Source: an optimization exercise on an open RTL-to-GDS flow (aim: small area and few clock cycles per item). Production flows keep margins and buffers that such runs may drop. Only simulation tests tie the RTL to the original design; equivalence was not proved.

## run a
==> flow/design.v <==
module ascon_enc(
	input [127:0] i_data,
	input [127:0] i_n,
	input [127:0] i_k,
	input clk,
	input i_rst,
	input i_start,
	input [15:0] i_a_len,
	input [15:0] i_m_len,
	output reg o_nxt_data,
	output reg o_c,
	output reg [127:0] o_data,
	output reg o_fin
	);
	localparam [63:0] IV = 64'h80800c0800000000;
	localparam [2:0] M_IDLE  = 3'd0;
	localparam [2:0] M_INIT  = 3'd1;
	localparam [2:0] M_AD    = 3'd2;
	localparam [2:0] M_PT    = 3'd3;
	localparam [2:0] M_FINAL = 3'd4;
	reg [2:0] mode, mode_nxt;
	reg [2:0] ph, ph_nxt;            
	reg [319:0] s;                   
	reg [127:0] key;
	reg [15:0] cnt, cnt_nxt;         
	reg [15:0] mlen;
	reg absorb;                      
	wire idle = (mode == M_IDLE);
	wire cnt_one = (cnt == 16'd1);
	wire cnt_two = (cnt == 16'd2);
	reg key_in, key_out, dom_sep;
	always @(*) begin
		mode_nxt = mode;
		ph_nxt = ph;
		cnt_nxt = cnt;
		key_in = 1'b0;
		key_out = 1'b0;
		dom_sep = 1'b0;
		o_nxt_data = 1'b0;
		o_c = 1'b0;
		o_fin = 1'b0;
		case (mode)
			M_IDLE: begin
				ph_nxt = 3'd0;
				if (i_start) mode_nxt = M_INIT;
			end
			M_INIT: begin
				ph_nxt = ph + 3'd1;
				if (ph == 3'd4) o_nxt_data = 1'b1;
				if (ph == 3'd5) begin
					key_out = 1'b1;
					mode_nxt = M_AD;
					ph_nxt = 3'd2;
				end
			end
			M_AD: begin
				ph_nxt = ph + 3'd1;
				if (ph == 3'd4) o_nxt_data = 1'b1;
				if (ph == 3'd5) begin
					ph_nxt = 3'd2;
					if (cnt_one) begin
						dom_sep = 1'b1;
						mode_nxt = M_PT;
						cnt_nxt = mlen;
					end else begin
						cnt_nxt = cnt - 16'd1;
					end
				end
			end
			M_PT: begin
				ph_nxt = ph + 3'd1;
				if (ph == 3'd2) o_c = 1'b1;
				if (ph == 3'd4) o_nxt_data = 1'b1;
				if (ph == 3'd5) begin
					cnt_nxt = cnt - 16'd1;
					if (cnt_two) begin
						key_in = 1'b1;
						mode_nxt = M_FINAL;
						ph_nxt = 3'd0;
					end else begin
						ph_nxt = 3'd2;
					end
				end
			end
			M_FINAL: begin
				ph_nxt = ph + 3'd1;
				if (ph == 3'd0) o_c = 1'b1;
				if (ph == 3'd5) begin
					key_out = 1'b1;
					o_fin = 1'b1;
					mode_nxt = M_IDLE;
					ph_nxt = 3'd0;
				end
			end
			default: begin
				mode_nxt = M_IDLE;
				ph_nxt = 3'd0;
			end
		endcase
	end
	wire [319:0] p_out;
	ascon_round2 perm (.i_s(s), .i_ph(ph), .o_s(p_out));
	wire [319:0] mask = {i_data & {128{absorb}},
		key & {128{key_in}}, 64'd0}
		^ {192'd0, key & {128{key_out}}}
		^ {319'd0, dom_sep};
	wire [319:0] s_nxt = p_out ^ mask;
	always @(*) begin
		if (o_fin) o_data = s_nxt[127:0];
		else o_data = s[319:192];
	end
	always @(posedge clk) begin
		if (idle) s <= {IV, i_k, i_n};
		else s <= s_nxt;
		if (idle) begin
			key <= i_k;
			mlen <= i_m_len;
		end
		cnt <= idle ? i_a_len : cnt_nxt;
	end
	always @(posedge clk or negedge i_rst) begin
		if (~i_rst) begin
			mode <= M_IDLE;
			ph <= 3'd0;
			absorb <= 1'b0;
		end else begin
			mode <= mode_nxt;
			ph <= ph_nxt;
			absorb <= o_nxt_data;
		end
	end
endmodule
module ascon_round2(
	input [319:0] i_s,
	input [2:0] i_ph,
	output [319:0] o_s
	);
	reg [15:0] rc;
	always @(*) begin
		case (i_ph)
			3'd0: rc = 16'hf0e1;
			3'd1: rc = 16'hd2c3;
			3'd2: rc = 16'hb4a5;
			3'd3: rc = 16'h9687;
			3'd4: rc = 16'h7869;
			default: rc = 16'h5a4b;
		endcase
	end
	wire [319:0] s1;
	ascon_round r0 (.i_s(i_s), .i_c(rc[15:8]), .o_s(s1));
	ascon_round r1 (.i_s(s1),  .i_c(rc[7:0]),  .o_s(o_s));
endmodule
module ascon_round(
	input [319:0] i_s,
	input [7:0] i_c,
	output [319:0] o_s
	);
	wire [63:0] x0 = i_s[319:256];
	wire [63:0] x1 = i_s[255:192];
	wire [63:0] x2 = i_s[191:128] ^ {56'd0, i_c};
	wire [63:0] x3 = i_s[127:64];
	wire [63:0] x4 = i_s[63:0];
	wire [63:0] a0 = x0 ^ x4;
	wire [63:0] a2 = x2 ^ x1;
	wire [63:0] a4 = x4 ^ x3;
	wire [63:0] b0 = a0 ^ (~x1 & a2);
	wire [63:0] b1 = x1 ^ (~a2 & x3);
	wire [63:0] b2 = a2 ^ (~x3 & a4);
	wire [63:0] b3 = x3 ^ (~a4 & a0);
	wire [63:0] b4 = a4 ^ (~a0 & x1);
	wire [63:0] t0 = b0 ^ b4;
	wire [63:0] t1 = b1 ^ b0;
	wire [63:0] t2 = ~b2;
	wire [63:0] t3 = b3 ^ b2;
	wire [63:0] t4 = b4;
	assign o_s[319:256] = t0 ^ {t0[18:0], t0[63:19]} ^ {t0[27:0], t0[63:28]};
	assign o_s[255:192] = t1 ^ {t1[60:0], t1[63:61]} ^ {t1[38:0], t1[63:39]};
	assign o_s[191:128] = t2 ^ {t2[ 1:0], t2[63: 1]} ^ {t2[ 5:0], t2[63: 6]};
	assign o_s[127:64]  = t3 ^ {t3[ 9:0], t3[63:10]} ^ {t3[16:0], t3[63:17]};
	assign o_s[63:0]    = t4 ^ {t4[ 6:0], t4[63: 7]} ^ {t4[40:0], t4[63:41]};
endmodule
export LEC_CHECK = 0
export CAP_MARGIN = 30
export CORE_MARGIN = 2
export CORE_UTILIZATION = 40
export GPL_TIMING_DRIVEN = 0
export SLEW_MARGIN = 30
create_clock -name core_clock -period 10.0 [get_ports {clk}]
standard.sh (not shown) runs the stock make flow with config.mk's settings and CLKGATE_MAP_FILE= SYNTH_SCRIPT=/design/flow/synth_recipe.tcl, a recipe that flattens the netlist after the stock synthesis.
==> flow/flow/run.sh <==
#!/bin/bash
# Standard ORFS layout (standard.sh), except that synthesis maps cells with an
# area-oriented ABC script and without full-adder extraction, and the port
# buffers are the smallest buffer cell.
set -euo pipefail
here=$(pwd)
sed -e "s#SYNTH_SCRIPT=[^ ]*#SYNTH_SCRIPT=$here/flow/synth_area.tcl ADDER_MAP_FILE= 'BUFFER_PORTS_ARGS=-buffer_cell sky130_fd_sc_hd__buf_1'#" standard.sh > flow_standard.sh
bash flow_standard.sh > flow_make.log 2>&1
==> flow/flow/abc_nf.script <==
strash
&get -n
&st
&dch
&nf -R 1000
&put
==> flow/flow/synth_area.tcl <==
# The standard synthesis (synth_recipe.tcl), with ABC's cell mapping done by
# an area-oriented script (abc_nf.script) instead of ORFS's speed script.
set ::area_abc_script [file join [file dirname [file normalize [info script]]] abc_nf.script]
proc abc {args} {
  set i [lsearch -exact $args -script]
  if { $i >= 0 } { lset args [expr { $i + 1 }] $::area_abc_script }
  set i [lsearch -exact $args -D]
  if { $i >= 0 } { lset args [expr { $i + 1 }] 10000 }
  yosys abc {*}$args
}
source [file join [file dirname [file dirname [file normalize [info script]]]] synth_recipe.tcl]
Testbench counts of run a, summed over its fixed seeds: cycles 10,080, messages 256.
The following lists how run b was set up differently from run a:
==> flow/design.v, changed modules only <==
module ascon_enc(
	input [127:0] i_data,
	input [127:0] i_n,
	input [127:0] i_k,
	input clk,
	input i_rst,
	input i_start,
	input [15:0] i_a_len,
	input [15:0] i_m_len,
	output reg o_nxt_data,
	output reg o_c,
	output reg [127:0] o_data,
	output reg o_fin
	);
	localparam [63:0] IV = 64'h80800c0800000000;
	localparam [2:0] M_IDLE  = 3'd0;
	localparam [2:0] M_INIT  = 3'd1;
	localparam [2:0] M_AD    = 3'd2;
	localparam [2:0] M_PT    = 3'd3;
	localparam [2:0] M_FINAL = 3'd4;
	localparam [2:0] M_FIN   = 3'd5;
	reg [2:0] mode, mode_nxt;
	reg [2:0] ph, ph_nxt;            
	reg [319:0] s;                   
	reg [127:0] key;
	reg [15:0] cnt, cnt_nxt;         
	reg [15:0] mlen;
	reg absorb;                      
	wire idle = (mode == M_IDLE);
	wire cnt_one = (cnt == 16'd1);
	wire cnt_two = (cnt == 16'd2);
	reg key_in, key_out, dom_sep;
	always @(*) begin
		mode_nxt = mode;
		ph_nxt = ph;
		cnt_nxt = cnt;
		key_in = 1'b0;
		key_out = 1'b0;
		dom_sep = 1'b0;
		o_nxt_data = 1'b0;
		o_c = 1'b0;
		o_fin = 1'b0;
		case (mode)
			M_IDLE: begin
				ph_nxt = 3'd0;
				if (i_start) mode_nxt = M_INIT;
			end
			M_INIT: begin
				ph_nxt = ph + 3'd1;
				if (ph == 3'd4) o_nxt_data = 1'b1;
				if (ph == 3'd5) begin
					key_out = 1'b1;
					mode_nxt = M_AD;
					ph_nxt = 3'd2;
				end
			end
			M_AD: begin
				ph_nxt = ph + 3'd1;
				if (ph == 3'd4) o_nxt_data = 1'b1;
				if (ph == 3'd5) begin
					ph_nxt = 3'd2;
					if (cnt_one) begin
						dom_sep = 1'b1;
						mode_nxt = M_PT;
						cnt_nxt = mlen;
					end else begin
						cnt_nxt = cnt - 16'd1;
					end
				end
			end
			M_PT: begin
				ph_nxt = ph + 3'd1;
				if (ph == 3'd2) o_c = 1'b1;
				if (ph == 3'd4) o_nxt_data = 1'b1;
				if (ph == 3'd5) begin
					cnt_nxt = cnt - 16'd1;
					if (cnt_two) begin
						key_in = 1'b1;
						mode_nxt = M_FINAL;
						ph_nxt = 3'd0;
					end else begin
						ph_nxt = 3'd2;
					end
				end
			end
			M_FINAL: begin
				ph_nxt = ph + 3'd1;
				if (ph == 3'd0) o_c = 1'b1;
				if (ph == 3'd5) begin
					key_out = 1'b1;
					mode_nxt = M_FIN;
					ph_nxt = 3'd0;
				end
			end
			M_FIN: begin
				o_fin = 1'b1;
				mode_nxt = M_IDLE;
				ph_nxt = 3'd0;
			end
			default: begin
				mode_nxt = M_IDLE;
				ph_nxt = 3'd0;
			end
		endcase
	end
	wire [319:0] p_out;
	ascon_round2 perm (.i_s(s), .i_ph(ph), .o_s(p_out));
	wire [319:0] mask = {i_data & {128{absorb}},
		key & {128{key_in}}, 64'd0}
		^ {192'd0, key & {128{key_out}}}
		^ {319'd0, dom_sep};
	always @(*) begin
		if (o_fin) o_data = s[127:0];
		else o_data = s[319:192];
	end
	always @(posedge clk) begin
		if (idle) s <= {IV, i_k, i_n};
		else s <= p_out ^ mask;
		if (idle) begin
			key <= i_k;
			mlen <= i_m_len;
		end
		cnt <= idle ? i_a_len : cnt_nxt;
	end
	always @(posedge clk or negedge i_rst) begin
		if (~i_rst) begin
			mode <= M_IDLE;
			ph <= 3'd0;
			absorb <= 1'b0;
		end else begin
			mode <= mode_nxt;
			ph <= ph_nxt;
			absorb <= o_nxt_data;
		end
	end
endmodule
### Flow results
Routed wire length came out lower on run b than on run a. [compare] base=run a new=run b: number of design-rule violations left by the first detailed-router iteration moved down; part of the Yosys area used for sequential elements level; worst-case setup slack after placement moved up; worst setup slack moved up; pin count of the biggest net entering global routing moved down. Re well tap count: no difference whatsoever between run b and run a. For initial cell density of the core, run b and run a come out practically identical. Run b ends up with higher data arrival time of the critical path than run a does. When run b is set beside run a, its utilization after layout turns out to be 0.24 points larger. Changes observed in run b relative to run a: peak clock frequency supported by timing now sits higher; insertion delay of the later-clocked pin in the worst-skew pair now sits at about the same level.
Testbench counts of run b, summed over its fixed seeds: cycles 10,336, messages 256.

[port drivers added, routing unchanged]
Ports are ideal in the flow. The routed layouts listed here were re-timed in OpenROAD.
Step 1: set_driving_cell puts a clkbuf_16 on clk and a buf_2 on each other input, an assumption about the parent block.
Step 2 times the ports against the registers' clock, not the clock port: input delays grow and output delays shrink by t, the midpoint of the rising clock arrivals with the driver on.
Slacks: ideal / step 1 / step 2; pairs: ideal / step 1.
| run | t (ns) | slack for setup (ns) | worst hold slack (ns) |
|---|---|---|---|
| run a | 0.778 | 1.079 / 0.994 / 1.773 | 0.561 / 0.561 / 0.561 |
| run b | 0.780 | 3.508 / 3.508 / 3.508 | 0.594 / 0.594 / 0.594 |
After both steps setup and hold are still met in every run listed.
